Context: an optimization exercise on an open-source flow, tuned for small area, a short achievable clock period and few clock cycles. The choices shown serve that exercise and are no tape-out recipe.
Only simulation tests tie the RTL to the original design; equivalence was not proved.
No activity file was given, so power comes from the tool's default toggle rates.

## rv32i_core
module rv32i_core (
    input  logic        clk,
    input  logic        rst_n,
    output logic [31:0] imem_addr,
    input  logic [31:0] imem_rdata,
    output logic [31:0] dmem_addr,
    output logic [3:0]  dmem_we,
    output logic [31:0] dmem_wdata,
    input  logic [31:0] dmem_rdata,
    output logic        halt
);
    localparam logic [4:0] LUI    = 5'b01101;
    localparam logic [4:0] AUIPC  = 5'b00101;
    localparam logic [4:0] JAL    = 5'b11011;
    localparam logic [4:0] JALR   = 5'b11001;
    localparam logic [4:0] BRANCH = 5'b11000;
    localparam logic [4:0] LOAD   = 5'b00000;
    localparam logic [4:0] STORE  = 5'b01000;
    localparam logic [4:0] OP_IMM = 5'b00100;
    localparam logic [4:0] OP     = 5'b01100;
    localparam logic [4:0] SYSTEM = 5'b11100;
    logic [31:2] pc_f;       
    logic        halt_r;
    logic [31:0] a_reg, op2x;
    logic [31:0] x_reg;      
    logic [4:0]  e_rd;
    logic        e_jalr, e_store, e_load, e_wb, e_sys, e_sub, e_pred;
    logic        e_beq, e_blt, e_bltu, e_binv;
  ...
Settings: LEC_CHECK=0, CAP_MARGIN=20, CORE_MARGIN=2, CORE_UTILIZATION=35, PLACE_DENSITY=0.55, SLEW_MARGIN=20, SYNTH_HIERARCHICAL=1; clock period 11.0 ns.
standard.sh (not shown) runs the stock make flow with config.mk's settings and CLKGATE_MAP_FILE= SYNTH_SCRIPT=/design/flow/synth_recipe.tcl, a recipe that flattens the netlist after the stock synthesis.
==> flow/flow/run.sh <==
#!/bin/bash
# Layout flow: the standard ORFS flow (standard.sh, unchanged synthesis and
# steps) with these changes:
#  - the port buffers are sky130_fd_sc_hd__buf_4 cells rather than the delay
#    cells buffer_ports picks by default;
#  - clock tree synthesis uses sky130_fd_sc_hd__clkbuf_16 only, clusters of up
#    to 20 sinks within 100 um, and adds no dummy loads (fewer clock buffers;
#    flip-flop clock slew stays near 100 ps);
set -uo pipefail
CTS="-sink_clustering_enable -repair_clock_nets -dont_use_dummy_load"
CTS="$CTS -buf_list sky130_fd_sc_hd__clkbuf_16 -sink_clustering_size 20 -sink_clustering_max_diameter 100"
if ! bash standard.sh "BUFFER_PORTS_ARGS=-buffer_cell sky130_fd_sc_hd__buf_4" "CTS_ARGS=$CTS" \
        "SETUP_SLACK_MARGIN=6.5" finish > orfs_flow.log 2>&1; then
    tail -40 orfs_flow.log
    exit 1
fi
Testbench counts at the start, summed over its fixed seeds: cycles 39,800.
Next try:
==> flow/flow/run.sh (replaced) <==
#!/bin/bash
# Layout flow: the standard ORFS flow (standard.sh, unchanged synthesis and
# steps) with these changes:
#  - the port buffers are sky130_fd_sc_hd__buf_4 cells rather than the delay
#    cells buffer_ports picks by default;
set -uo pipefail
if ! bash standard.sh "BUFFER_PORTS_ARGS=-buffer_cell sky130_fd_sc_hd__buf_4" \
        "SETUP_SLACK_MARGIN=6.5" finish > orfs_flow.log 2>&1; then
    tail -40 orfs_flow.log
    exit 1
fi
CORE_UTILIZATION = 30   (was 35)
PLACE_DENSITY = 0.5   (was 0.55)
Total power increases by 15%.
Area after synthesis is unchanged.
Via count increases by about 0.4%.
Next try:
==> flow/flow/run.sh (replaced) <==
#!/bin/bash
# Layout flow: the standard ORFS flow (standard.sh, unchanged synthesis and
# steps) with these changes:
#  - the port buffers are sky130_fd_sc_hd__buf_4 cells rather than the delay
#    cells buffer_ports picks by default;
#  - clock tree synthesis uses sky130_fd_sc_hd__clkbuf_16 only, clusters of up
#    to 20 sinks within 100 um, and adds no dummy loads (fewer clock buffers;
#    flip-flop clock slew stays near 100 ps);
set -uo pipefail
CTS="-sink_clustering_enable -repair_clock_nets -dont_use_dummy_load"
CTS="$CTS -buf_list sky130_fd_sc_hd__clkbuf_16 -sink_clustering_size 20 -sink_clustering_max_diameter 100"
if ! bash standard.sh "BUFFER_PORTS_ARGS=-buffer_cell sky130_fd_sc_hd__buf_4" "CTS_ARGS=$CTS" \
        "SETUP_SLACK_MARGIN=6.5" finish > orfs_flow.log 2>&1; then
    tail -40 orfs_flow.log
    exit 1
fi
Effect: The changed run went through all stages and came out clean. Sequential cell count is unchanged. Clock-buffer cell count went down by 96. Routed wire length went down slightly. Cell area went down by a few percent. Via count came out lower slightly. Non-clock buffer count decreases by 19. Maximum frequency is lower by a few percent. Total power drops by roughly a tenth.
Next try:
TNS_END_PERCENT = 10   (was default)
Result: Count of clock-buffer cells in the layout stays the same. Wire length decreases by 0.53%. Combinational power is lower by 6.4%.

========
Another version of the RTL of rv32i_core (not shown whole).
Size: about 5200 cells after synthesis, roughly 1300 flip-flops, about 170 I/O pins, about 0.063 mm2 of cells after synthesis.
clock: 11.0 ns
lec_check: 0
cap_margin: 20
core_margin: 2
core_utilization: 35
place_density: 0.55
slew_margin: 20
synth_hierarchical: 1
==> flow/flow/run.sh <==
#!/bin/bash
# Layout flow: the standard ORFS flow (standard.sh, unchanged synthesis and
# steps) with these changes:
#  - the port buffers are sky130_fd_sc_hd__buf_2 cells rather than the delay
#    cells buffer_ports picks by default;
#  - clock tree synthesis uses sky130_fd_sc_hd__clkbuf_16 only, clusters of up
#    to 20 sinks within 100 um, and adds no dummy loads (fewer clock buffers;
#    flip-flop clock slew stays near 100 ps);
set -uo pipefail
CTS="-sink_clustering_enable -repair_clock_nets -dont_use_dummy_load"
CTS="$CTS -buf_list sky130_fd_sc_hd__clkbuf_16 -sink_clustering_size 20 -sink_clustering_max_diameter 100"
if ! bash standard.sh "BUFFER_PORTS_ARGS=-buffer_cell sky130_fd_sc_hd__buf_2" "CTS_ARGS=$CTS" \
        "SETUP_SLACK_MARGIN=6.5" finish > orfs_flow.log 2>&1; then
    tail -40 orfs_flow.log
    exit 1
fi
The baseline went through all stages and came out clean.
Testbench counts at the start, summed over its fixed seeds: cycles 39,729.
Edit:
CORE_UTILIZATION = 30   (was 35)
PLACE_DENSITY = 0.5   (was 0.55)
The new run went through all stages and came out clean.
Via count is lower by 0.61%.
Hold slack hardly moves.
Synthesized cell count is unchanged.
Design area is higher by 1.6%.

==> port drivers added, routing unchanged <==
In the flow no input, the clock included, has a driving cell. The finished layouts below were timed again as built, in two steps.
Step 1: set_driving_cell puts a clkbuf_16 on clk and a buf_2 on each other input, an assumption about the parent block.
Step 2, shift: input delay + t, output delay - t, t = (earliest + latest rising clock arrival at the registers) / 2. This alone moves slack from input paths to output paths.
Slacks: ideal ports / drivers / drivers and shift; pairs: ideal ports / drivers.
| run | shift t [ns] | setup slack, ns | latest minus earliest clock arrival (ns) | slew at the worst register clock pin (ns) | pins driven straight from the clock port |
|---|---|---|---|---|---|
| the first run of note 1 | 0.784 | 6.282 / 6.219 / 5.435 | 0.084 / 0.084 | 0.10 / 0.10 | 1 |
| the second run of note 1 | 0.895 | 6.349 / 6.376 / 5.481 | 0.046 / 0.046 | 0.07 / 0.07 | 1 |
| the third run of note 1 | 0.819 | 6.191 / 6.222 / 5.404 | 0.089 / 0.089 | 0.11 / 0.11 | 1 |
| the fourth run of note 1 | 0.802 | 6.077 / 6.122 / 5.320 | 0.073 / 0.072 | 0.10 / 0.10 | 1 |
| the first run of note 2 | 0.765 | 6.422 / 6.438 / 5.672 | 0.141 / 0.141 | 0.10 / 0.10 | 1 |
| the second run of note 2 | 0.776 | 6.415 / 6.387 / 5.611 | 0.131 / 0.131 | 0.10 / 0.10 | 1 |
After both steps every run listed still meets setup and hold. For the second run of note 1, which loses most, drivers alone change the setup slack by +0.027 ns; drivers and shift together by -0.868 ns.
